Background: an optimization exercise with open tools, aiming at small area and a short achievable clock period. Do not read the settings as production practice. The RTL was checked by simulation tests, not by an equivalence proof against the original design. Power is estimated from default activity; no workload was simulated.

==> branch indigo <==
==> flow/design.v (excerpt) <==
module CPU
(
    input  logic        reset,
    input  logic        clk,
    output logic [31:0] pc,         
    input  logic [31:0] instr,      
    output logic [31:0] writedata,  
    output logic [31:0] aluout,     
    output logic        memwrite,   
    input  logic [31:0] readdata    
);
logic [31:0] pcF, pcplus4F;
logic stall_F;
logic regwriteD;
logic [1:0] memtoregD;
logic memwriteD;
logic [2:0] alucontrolD;
logic alusrcD;
logic regdstD;
logic jumpD;
logic [31:0] instrD, pcbranchD, signimmD, pcjumpD;
logic [4:0] rsD, rtD, rdD, writeregD;
logic branchD, equalD, pcsrcD;
logic [31:0] rd1D, rd2D;
logic squashedD;
logic [15:0] instrD_hi, instrD_lo;
assign instrD = {instrD_hi, instrD_lo};
logic kernel_mode;
logic [2:0] int_cause;
logic cause_write;
logic exit_kernel;
logic jump_regD;
logic [31:0] c0D;
logic write_c0D;
logic stall_D;
logic clearD;
logic bubble_next;
logic bypassA, bypassB;
logic regwriteE;
logic [1:0] memtoregE;
logic memwriteE;
logic alusrcE;
logic write_c0E;
logic op_addE, op_subE, op_arithE, op_sltE, op_sllE, op_andE, op_orE, invbE;
logic fA_c0E, fA_aluE, fA_rfE;       
logic fB_c0E, fB_aluE, fB_rfE;       
logic fc0_ME;                        
logic fX_c0E, fX_aluE, fX_rfE, fX_immE;  
logic [31:0] mux_c0E;
logic c31E, ov1E, ov0E;
logic [2:0] int_causeD;
logic cause_writeD;
logic flushE;
logic overflowE;
logic [15:0] immE;
logic [31:0] signimmE, rd1E, rd2E;
logic [4:0] rtE, writeregE;
logic [31:0] srcAE, srcBE;
logic [31:0] aluoutE, writedataE;
logic [31:0] c0E;
logic regwriteM;
logic [1:0] memtoregM;
logic memwriteM;
logic write_c0M;
logic [31:0] aluoutM, writedataM, resultM;
logic [4:0] writeregM;
logic [31:0] c0M;
logic [31:0] AD_mux_out, BD_mux_out;
logic fwdAD, fwdBD;
logic fwdAE_next, fwdBE_next, c0_next;
logic [31:0] pc_seq, pc_rest;
logic br_taken;
assign pc_seq   = jump_regD ? AD_mux_out :
                  jumpD     ? pcjumpD    :
                  stall_F   ? pcF        : pcplus4F;
assign br_taken = pcsrcD & ~stall_F;    
assign pc_rest  = br_taken ? pcbranchD : pc_seq;
always_ff @(posedge reset, posedge clk)
    if(reset)
        pcF <= 0;
  ...
clock: 14.0 ns
lec_check: 0
cap_margin: 20
core_margin: 2
core_utilization: 50
cts_cluster_diameter: 100
cts_cluster_size: 20
place_density: 0.6
slew_margin: 20
standard.sh (not shown) runs the stock make flow with config.mk's settings and CLKGATE_MAP_FILE= SYNTH_SCRIPT=/design/flow/synth_recipe.tcl, a recipe that flattens the netlist after the stock synthesis.
==> flow/flow/run.sh <==
#!/bin/bash
# Standard ORFS layout (the standard.sh: standard synthesis, floorplan,
# placement, CTS, routing) with the resizer's setup repair aimed at a
# larger slack margin, so that it sizes the critical paths for speed, and
# the ports buffered with buf_2 cells.  The clock period and constraints
# are the standard flow's own.
set -euo pipefail
bash standard.sh SETUP_SLACK_MARGIN=10 BUFFER_PORTS_ARGS="-buffer_cell sky130_fd_sc_hd__buf_2" finish > standard.log 2>&1
==> branch harbor (differences from branch indigo) <==
==> flow/flow/run.sh (replaced) <==
#!/bin/bash
# Standard ORFS layout (the standard.sh: standard synthesis, floorplan,
# placement, CTS, routing) with the resizer's setup repair aimed at a
# larger slack margin, so that it sizes the critical paths for speed.
# The clock period and constraints are the standard flow's own.
set -euo pipefail
bash standard.sh SETUP_SLACK_MARGIN=10 finish > standard.log 2>&1
--- a/flow/config.mk
+++ b/flow/config.mk
@@ -8,5 +8,5 @@
 export CAP_MARGIN = 20
 export CORE_MARGIN = 2
-export CORE_UTILIZATION = 50
+export CORE_UTILIZATION = 40
 export CTS_CLUSTER_DIAMETER = 100
 export CTS_CLUSTER_SIZE = 20
==> qor summary <==
FF-to-FF setup slack: branch indigo 9470 ps; branch harbor 9450 ps
Critical-path maximum fanout: branch indigo 33; branch harbor 18
Core outline area: branch indigo 0.135 mm2; branch harbor 0.169 mm2
CTS-repair resized insts: branch indigo 417; branch harbor 712
Post-CTS Repair Setup Buffers: branch indigo 123; branch harbor 117
Clock tree cell share of total cell area: branch indigo 0.0329; branch harbor 0.0324
Via Count: branch indigo 60,969; branch harbor 61,140
Post-synthesis to final-layout area growth: branch indigo 14.8%; branch harbor 16.5%
Diode insertion count for antenna repair: branch indigo 22; branch harbor 17
Power Sequential: branch indigo 5150 uW; branch harbor 5140 uW
Initial cell density of the core: branch indigo 0.502; branch harbor 0.401
Final Non-Filler Cells: branch indigo 7,610; branch harbor 8,097
Final Wtd Congestion: branch indigo 1.04; branch harbor 1.01
Sequential cell area share: branch indigo 0.535; branch harbor 0.527
Sum of net half-perimeters after detailed placement: branch indigo 206 mm; branch harbor 210 mm
Skew-Pair Late Insertion Delay: branch indigo 780 ps; branch harbor 800 ps
Maximum number of pins on one net before global-route repair: branch indigo 67; branch harbor 141
Result of the run: branch indigo no timing/DRC/antenna violations; branch harbor no timing/DRC/antenna violations
Multi-input gate share of the layout cell area: branch indigo 0.340; branch harbor 0.337
Wire length per cell after detailed routing: branch indigo 45.6 um; branch harbor 44.0 um

[re-timing with driven ports]
How much do the figures lean on ideal ports? The routed layouts below were timed once more, with nothing changed but the port constraints.
Step 1 sets driving cells, clkbuf_16 on the clock port and buf_2 on the other inputs (assumed; they add their load-dependent delay and slew).
Step 2 times the ports against the registers' clock, not the clock port: input delays grow and output delays shrink by t, the midpoint of the rising clock arrivals with the driver on.
a / b / c = ideal / step 1 / step 2; a / b = the first two.
run	shift t [ns]	slack for setup (ns)	clock arrival spread, ns	worst data-port slew with drivers (ns)	pins driven straight from the clock port
branch indigo	0.835	9.474 / 9.474 / 9.131	0.041 / 0.041	0.05	1
branch harbor	0.853	9.455 / 9.455 / 8.729	0.068 / 0.069	0.08	1
After both steps every run listed still meets setup and hold. The setup slack of branch harbor, which loses most, moves by 0.000 ns with the drivers and by -0.726 ns with both steps.
